Source: an optimization exercise on an open RTL-to-GDS flow (aim: small area). Production flows keep margins and buffers that such runs may drop.
The RTL was checked by simulation tests, not by an equivalence proof against the original design.
No activity file was given, so power comes from the tool's default toggle rates.

==> flow/design.v <==
module adder #(parameter WIDTH = 32) (
    input       [WIDTH-1:0] a, b,
    output      [WIDTH-1:0] sum
);
assign sum = a + b;
endmodule
module mux2 #(parameter WIDTH = 8) (
    input       [WIDTH-1:0] d0, d1,
    input       sel,
    output      [WIDTH-1:0] y
);
assign y = sel ? d1 : d0;
endmodule
module mux4 #(parameter WIDTH = 8) (
    input       [WIDTH-1:0] d0, d1, d2, d3,
    input       [1:0] sel,
    output      [WIDTH-1:0] y
);
assign y = sel[1] ? (sel[0] ? d3 : d2) : (sel[0] ? d1 : d0);
endmodule
module reset_ff #(parameter WIDTH = 8) (
    input       clk, rst,
    input       [WIDTH-1:0] d,
    output reg  [WIDTH-1:0] q
);
always @(posedge clk or posedge rst) begin
    if (rst) q <= 0;
    else     q <= d;
end
endmodule
module reg_file #(parameter DATA_WIDTH = 32) (
    input       clk,
    input       wr_en,
    input       [4:0] rd_addr1, rd_addr2, wr_addr,
    input       [DATA_WIDTH-1:0] wr_data,
    output      [DATA_WIDTH-1:0] rd_data1, rd_data2
);
reg [DATA_WIDTH-1:0] reg_file_arr [0:31];
always @(posedge clk) begin
    if (wr_en) reg_file_arr[wr_addr] <= wr_data;
end
assign rd_data1 = ( rd_addr1 != 0 ) ? reg_file_arr[rd_addr1] : 0;
assign rd_data2 = ( rd_addr2 != 0 ) ? reg_file_arr[rd_addr2] : 0;
endmodule
module imm_extend (
    input  [31:7]     instr,
    input  [ 1:0]     immsrc,
    output reg [31:0] immext
);
always @(*) begin
    case(immsrc)
        2'b00:   immext = {{20{instr[31]}}, instr[31:20]};
        2'b01:   immext = {{20{instr[31]}}, instr[31:25], instr[11:7]};
        2'b10:   immext = {{20{instr[31]}}, instr[7], instr[30:25], instr[11:8], 1'b0};
        2'b11:   immext = {{12{instr[31]}}, instr[19:12], instr[20], instr[30:21], 1'b0};
        default: immext = 32'bx;  
    endcase
end
endmodule
module alu #(parameter WIDTH = 32) (
    input       [WIDTH-1:0] a, b,        
    input       [3:0] alu_ctrl,          
    output reg  [WIDTH-1:0] alu_out,     
    output      zero,                     
	 output		 branch_ltu,			 		  
    output      branch_lt                 
);
always @(a, b, alu_ctrl) begin
    case (alu_ctrl)
        4'b0000:  alu_out <= a + b;        
        4'b0001:  alu_out <= a + ~b + 1;   
        4'b0010:  alu_out <= a & b;        
        4'b0011:  alu_out <= a | b;        
		  4'b0100:  alu_out <= a ^ b;			 
        4'b0101:  begin                    
                     if (a[31] != b[31]) alu_out <= a[31] ? 1 : 0;
                     else alu_out <= a < b ? 1 : 0;
        end
		  4'b0110: alu_out <= a << b[4:0];			 
		  4'b0111: alu_out <= a < b ? 1 : 0; 
		  4'b1000: alu_out <= a >> b[4:0];			 
		  4'b1001: alu_out <= $signed(a) >>> b[4:0];	 
        default: alu_out = 0;
    endcase
end
assign zero = (alu_out == 0) ? 1'b1 : 1'b0;
assign branch_ltu = (a < b) ? 1'b1 : 1'b0;
assign branch_lt = ($signed(a) < $signed(b)) ? 1'b1 : 1'b0;
endmodule
module alu_decoder (
    input            opb5,
    input      [2:0] funct3,
    input            funct7b5,
    input      [1:0] ALUOp,
    output reg [3:0] ALUControl
);
always @(*) begin
    case (ALUOp)
        2'b00: ALUControl = 4'b0000;              
        2'b01: ALUControl = 4'b0001;              
        2'b10: case (funct3)                      
                   3'b000: ALUControl = (opb5 & funct7b5) ? 4'b0001 : 4'b0000;  
                   3'b001: ALUControl = 4'b0110;  
                   3'b010: ALUControl = 4'b0101;  
                   3'b011: ALUControl = 4'b0111;  
                   3'b100: ALUControl = 4'b0100;  
                   3'b101: ALUControl = funct7b5 ? 4'b1001 : 4'b1000;  
                   3'b110: ALUControl = 4'b0011;  
                   default: ALUControl = 4'b0010;  
               endcase
        default: ALUControl = 4'b0000;
    endcase
end
endmodule
module main_decoder (
    input  [6:0] op,
	 input  [2:0] funct3,
	 input 		  Zero, ALUR31, branch_ltu,
    output [1:0] ResultSrc,
    output       MemWrite, Branch, ALUSrc,
    output       RegWrite, Jump, Jalr,
    output [1:0] ImmSrc,
    output [1:0] ALUOp
);
reg [10:0] controls;
reg TakeBranch;
always @(*) begin
	 TakeBranch = 0;
    controls = 11'b0_00_0_0_00_00_0_0;
    casez (op)
        7'b0000011: controls = 11'b1_00_1_0_01_00_0_0;  
        7'b0100011: controls = 11'b0_01_1_1_00_00_0_0;  
        7'b0110011: controls = 11'b1_00_0_0_00_10_0_0;  
        7'b1100011: begin	 
				controls = 11'b0_10_0_0_00_01_0_0;  
				case (funct3)
					3'b000: TakeBranch = Zero;			 
					3'b001: TakeBranch = !Zero;		 
					3'b101: TakeBranch = !ALUR31;		 
					3'b100: TakeBranch = ALUR31;		 
					3'b110: TakeBranch = branch_ltu;	 
					3'b111: TakeBranch = !branch_ltu; 
				endcase
			end
        7'b0010011: controls = 11'b1_00_1_0_00_10_0_0;  
        7'b1101111: controls = 11'b1_11_0_0_10_00_1_0;  
		  7'b0?10111: controls = 11'b1_00_0_0_11_00_0_0;  
		  7'b1100111: controls = 11'b1_00_1_0_10_00_0_1;  
        default:    controls = 11'b0_00_0_0_00_00_0_0;  
    endcase
end
assign {RegWrite, ImmSrc, ALUSrc, MemWrite, ResultSrc, ALUOp, Jump, Jalr} = controls;
assign Branch = TakeBranch;
endmodule
module controller (
    input [6:0]  op,
    input [2:0]  funct3,
    input        funct7b5,
    input        Zero, ALUR31, branch_ltu,
    output       [1:0] ResultSrc,
    output       MemWrite,
    output       PCSrc, ALUSrc,
    output       RegWrite, Jump, Jalr,
    output [1:0] ImmSrc,
    output [3:0] ALUControl
);
wire [1:0] ALUOp;
wire       Branch;
main_decoder    md (op, funct3, Zero, ALUR31, branch_ltu, ResultSrc, MemWrite, Branch,
                    ALUSrc, RegWrite, Jump, Jalr, ImmSrc, ALUOp);
alu_decoder     ad (op[5], funct3, funct7b5, ALUOp, ALUControl);
assign PCSrc = Branch | Jump;
endmodule
module datapath (
    input         clk, reset,
    input [1:0]   ResultSrc,
    input         PCSrc, ALUSrc,
    input         RegWrite,
    input [1:0]   ImmSrc,
    input [3:0]   ALUControl,
	 input			Jalr,
    output        Zero, ALUR31, branch_ltu,
    output [31:0] PC,
    input  [31:0] Instr,
    output [31:0] Mem_WrAddr, Mem_WrData,
    input  [31:0] ReadData,
    output [31:0] Result
);
wire [31:0] PCNext, PCJalr, PCPlus4, PCTarget;
wire [31:0] ImmExt, SrcA, SrcB, WriteData, ALUResult, auiPC, lAuiPCResult;
mux2 #(32)     pcmux(PCPlus4, PCTarget, PCSrc, PCNext);
mux2 #(32)		jalrmux(PCNext, ALUResult, Jalr, PCJalr);
reset_ff #(32) pcreg(clk, reset, PCJalr, PC);
adder          pcadd4(PC, 32'd4, PCPlus4);
adder          pcaddbranch(PC, ImmExt, PCTarget);
reg_file       rf (clk, RegWrite, Instr[19:15], Instr[24:20], Instr[11:7], Result, SrcA, WriteData);
imm_extend     ext (Instr[31:7], ImmSrc, ImmExt);
mux2 #(32)     srcbmux(WriteData, ImmExt, ALUSrc, SrcB);
alu            alu (SrcA, SrcB, ALUControl, ALUResult, Zero, branch_ltu, ALUR31);
adder #(32)		auipc_adder ({Instr[31: 12], 12'b0}, PC, auiPC);
mux2 #(32)		auipc_mux (auiPC, {Instr[31: 12], 12'b0}, Instr[5], lAuiPCResult);
mux4 #(32)     resultmux(ALUResult, ReadData, PCPlus4, lAuiPCResult, ResultSrc, Result);
assign Mem_WrData = WriteData;
assign Mem_WrAddr = ALUResult;
endmodule
module riscv_cpu (
    input         clk, reset,
    output [31:0] PC,
    input  [31:0] Instr,
    output        MemWrite,
    output [31:0] Mem_WrAddr, Mem_WrData,
    input  [31:0] ReadData,
    output [31:0] Result
);
wire        ALUSrc, RegWrite, Jump, Jalr, Zero, ALUR31, branch_ltu;
wire [1:0]  ResultSrc, ImmSrc;
wire [3:0]  ALUControl;
controller  c   (Instr[6:0], Instr[14:12], Instr[30], Zero, ALUR31, branch_ltu,
                ResultSrc, MemWrite, PCSrc, ALUSrc, RegWrite, Jump, Jalr,
                ImmSrc, ALUControl);
datapath    dp  (clk, reset, ResultSrc, PCSrc,
                ALUSrc, RegWrite, ImmSrc, ALUControl, Jalr,
                Zero, ALUR31, branch_ltu, PC, Instr, Mem_WrAddr, Mem_WrData, ReadData, Result);
endmodule
==> flow/run.sh <==
#!/bin/bash
# synth_recipe.tcl (not shown) runs the flow's synth.tcl, then flattens the netlist and writes it again
# the make line also repeats each setting of config.mk as NAME=value (left out here)
make -C /OpenROAD-flow-scripts/flow DESIGN_CONFIG=/design/flow/config.mk WORK_HOME=/design/flow/orfs CLKGATE_MAP_FILE= SYNTH_SCRIPT=/design/flow/synth_recipe.tcl finish
==> flow/config.mk <==
export PLATFORM = sky130hd
export DESIGN_NAME = riscv_cpu
export DESIGN_NICKNAME = riscv_cpu
export VERILOG_FILES = /design/flow/design.v
export SDC_FILE = /design/flow/constraint.sdc
export NUM_CORES = 4
export LEC_CHECK = 0
export CAP_MARGIN = 20
export CORE_MARGIN = 2
export CORE_UTILIZATION = 40
export SETUP_SLACK_MARGIN = 0.3
export SLEW_MARGIN = 20
==> flow/constraint.sdc <==
create_clock -name core_clock -period 12.0 [get_ports {clk}]
set_input_delay 2.4000 -clock core_clock [delete_from_list [all_inputs] [get_ports {clk}]]
set_output_delay 2.4000 -clock core_clock [all_outputs]
set_load 0.01 [all_outputs]
==> summary.txt <==
GRT
  • Grt ovf: 0
  • Vias in the first global route: a little under 50000
  • First-pass GRT wire length: 393.6 mm
  • Tot GR Track Use: 0.3501
  • Largest net degree at the start of global routing: between 50 and 60
  • Initial antenna violation count: 11

Final layout
  • Fin cells: ~7500
  • Synthesis-to-finish area growth: 20.69%
  • Most frequent cells in the layout: edfxtp_1, buf_4, mux4_2
  • Final nets: ~5600
  • Share of layout cells above drive strength 1: 0.2668
  • Filler cells: between 10000 and 15000
  • Fin area: 0.07608 mm^2
  • Multi-input logic area: roughly 0.03 mm^2
  • Reg area: 0.03155 mm^2
  • Commonest non-fill, non-tap cell in the layout: edfxtp_1

Place
  • DP Cell Count: 7309
  • Placed instance area: 0.07199 mm^2
  • Port Buffers: between 150 and 200
  • HPWL Detailed: ~210 mm
  • Placer Congestion: roughly 1.1

Route
  • Post-route ant nets: 0
  • Routed WL: just under 300 mm
  • Vias: 50560
  • DRC errors left: 0
  • First DRT Iteration DRCs: around 7400
  • Drt first pass iters: 6
  • Via-to-Cell Ratio: a little under 7
  • Routed len/inst: 38.28 um

Power and ir drop
  • PwrDens: approximately 170 mW/mm^2
  • Logic pwr share: 0.353
  • VDD IR-drop max: between 0.1 and 0.15 mV
  • P_int: around 8.4 mW
  • Clock power frac: 0.283
  • Flop pwr share: 0.364
  • P_sw: 4.568 mW
  • Switching share of total power: 0.3521
  • Leak: ~27 nW

Setup path
  • CP arrival: 9.21 ns
  • CP Launch Type: input pin
  • Crit-path max cell delay: between 0.5 and 0.6 ns
  • Slowest CP cell: clkdlybuf4s50_1
  • Worst path bufs/invs: 10
  • Crit end category: output pin
  • Crit Path Class: input pin to output pin
  • Worst path most repeated cell: buf_4
  • WP data required: ~9.6 ns
  • Cell family with most CP delay: buffers and inverters
  • Worst-path fanout max: just under 60

Hold path
  • Hold Path Class: flop to flop

Clock network
  • CTS root buf: clkbuf_16
  • Skew-Pair Late Insertion Delay: 0.76 ns
  • Max H-tree Level: 3
  • CTS Sinks: roughly 1100
  • CTS tree: done
  • CTS Buffer Depth: 3
  • CTS clk-pin slew, worst paths: ~0.060 ns
  • CTS Buf Count: roughly 110

Synthesis
  • Seq/Total Area, Yosys: 0.5005
  • Synthesized flop and latch total: between 1000 and 1500
  • Async S/R FF share, synth: 0.03030
  • EDFF count, synth: between 1000 and 1500
  • Syn avg cell area: between 10 and 15 um^2
  • Mapped Area: around 0.063 mm^2
  • Post-synthesis cell count: approximately 4700
  • Top_reg_cell synth: edfxtp_1
  • Synth unique cells: between 100 and 150
  • Syn_nets: slightly below 5000
  • Syn. warnings: 7

STA
  • Final-report max-slew violation count: 0
  • RSZ-0062 raised after global routing: no
  • Clock period minus final worst setup slack: roughly 12 ns
  • Final Setup Violations: 0
  • Final worst-path cycle share: 0.9674
  • Hold Vio Cnt, Final: 0
  • Clock Skews: between 0.04 and 0.05 ns
  • Final TNS setup: 0 ns
  • Max Clk Rate: about 86 MHz
  • Worst-Margin Slew: 1.269 ns
  • Rel. slew slack: 0.1436

Floorplanning
  • Top Ports: approximately 200
  • Core area: 0.1564 mm^2
  • Die W: approximately 400 um
  • Die Y: ~400 um
  • Die area: between 0.15 and 0.2 mm^2
  • Initial Util: 0.4031
  • Row count: 145

Flow run
  • Max-cap violations: 0

Status
  • Status: no timing/DRC/antenna violations
[cell usage after synthesis, types with 13 or more instances]
master / count / area, um^2
o211ai_1: 97 / 728.2
o21ai_0: 227 / 1136
a22o_1: 22 / 192.7
a221oi_1: 25 / 219.0
a21boi_0: 13 / 97.59
a31oi_1: 32 / 200.2
a2111oi_0: 13 / 113.9
nand2_1: 269 / 1010
o311ai_1: 16 / 140.1
buf_1: 54 / 202.7
a21o_1: 54 / 405.4
nor2_1: 287 / 1077
or3_1: 16 / 100.1
buf_2: 57 / 285.3
mux2i_1: 368 / 3684
o31ai_1: 42 / 315.3
inv_1: 123 / 461.7
nor2b_1: 31 / 193.9
ha_1: 153 / 1914
a22oi_1: 134 / 1006
a211o_1: 14 / 122.6
edfxtp_1: 1024 / 30750
mux4_2: 442 / 9955
nand3_1: 135 / 675.7
a21oi_1: 166 / 830.8
and2_1: 18 / 112.6
o221ai_1: 19 / 166.4
xor2_1: 35 / 306.5
nand4_1: 36 / 225.2
dfrtp_1: 32 / 800.8
o22ai_1: 34 / 212.7
o22a_1: 13 / 113.9
or2_2: 18 / 112.6
nand2b_1: 26 / 162.7
o21bai_1: 24 / 180.2
o2111ai_1: 13 / 113.9
a211oi_1: 40 / 300.3
clkbuf_1: 191 / 716.9
buf_4: 32 / 240.2
and3_1: 37 / 231.5
nor3_1: 64 / 320.3
xnor2_1: 44 / 385.4
[routing by layer]
| layer | wire length [um] | global-route usage |
|---|---|---|
| met2 | 128400 | 0.5349 |
| met4 | 20660 | 0.2141 |
| met3 | 31500 | 0.07362 |
| met1 | 107400 | 0.4581 |
| met5 | 76 | 0 |
[registers in the layout, indices dropped and copies added (netlist names)]
| signal | count |
|---|---|
| dp.rf.reg_file_arr | 1024 |
| dp.pcreg.q | 32 |
[final cells by class]
cell class | count | area share
Antenna cell | 5 | 0.0001645
Inverter | 128 | 0.006529
Multi-Input combinational cell | 3218 | 0.3948
Sequential cell | 1056 | 0.4147
Timing Repair Buffer | 855 | 0.09941
Clock inverter | 84 | 0.01427
Tap cell | 2058 | 0.03384
Clock buffer | 119 | 0.03634
[repair_timing]
item,4_1_cts,5_1_grt
setup endpoints to repair,11,15
hold buffers,0,0
pin swaps,2,5
gates resized for setup,10,24
buffers inserted,2,4
[tightest hold or removal path, delay by kind of cell, from the launching register on]
family / cells / cell delay (ns)
compound gates: 1 / 0.10
flops: 1 / 0.47
buf+inv: 1 / 0.08
[through the flow]
stage	utilization	power, mW	hold WS, ns	setup WS, ns
floorplan	-	6.936	0.5995	0.3522
global placement	0.4603	9.213	0.6912	-0.06056
detailed placement	0.4603	9.223	0.6919	-0.1983
CTS	0.4854	12.85	0.7002	0.2101
global route	0.4864	13.31	0.7619	0.2941
finish	0.4865	12.97	0.6992	0.3911
[cell families after synthesis]
logic type,after synthesis,share of synthesized area
fa+ha+maj,157,0.03164
mux,822,0.2187
simple gates,1015,0.07787
compound gates,1145,0.1273
flops,1056,0.5005
xor+xnor,79,0.01098
buf+inv,474,0.03297
[worst paths after layout]
kind,from,endpoint,slack (ns),cells past startpoint
max,Instr[21],Result[30],0.39,29
min,dp.pcreg.q[1],dp.pcreg.q[1],0.70,2
max reg2reg,dp.rf.reg_file_arr[23][0],dp.pcreg.q[12],4.13,32
min reg2reg,dp.pcreg.q[1],dp.pcreg.q[1],0.70,2
max in group asynchronous,reset,dp.pcreg.q[4],9.56,3
min in group asynchronous,reset,dp.pcreg.q[8],2.07,3
[power by group through the flow]
| stage | sequential, mW | combinational, mW | clock, mW |
|---|---|---|---|
| after floorplan | 4.78 | 2.16 | 0 |
| after global placement | 4.80 | 4.41 | 0 |
| after detailed placement | 4.80 | 4.42 | 0 |
| after CTS | 4.72 | 4.45 | 3.68 |
| after global routing | 4.73 | 4.77 | 3.82 |
| final | 4.73 | 4.58 | 3.66 |

-- separate check: timing with driven ports --
The flow's constraints put no driver on any port. The routed layout listed below was extracted and timed again, unchanged, in two steps. Step 1: set_driving_cell puts a clkbuf_16 on clk and a buf_2 on each other input, an assumption about the parent block. Step 2 adds t to the input delays and takes it off the output delays; t is the mean of the earliest and latest rising clock arrival at the registers after step 1. Input paths then give back, and output paths get back, about the clock's delay inside the block. a / b / c = ideal ports / drivers / drivers and shift; a / b = the first two.
shift t [ns]: 0.828
setup slack, ns: 0.391 / 0.212 / 0.212
hold slack, ns: 0.699 / 0.699 / 0.699
After both steps setup and hold are still met in this run. For this run, drivers alone change the setup slack by -0.179 ns; drivers and shift together by -0.179 ns.
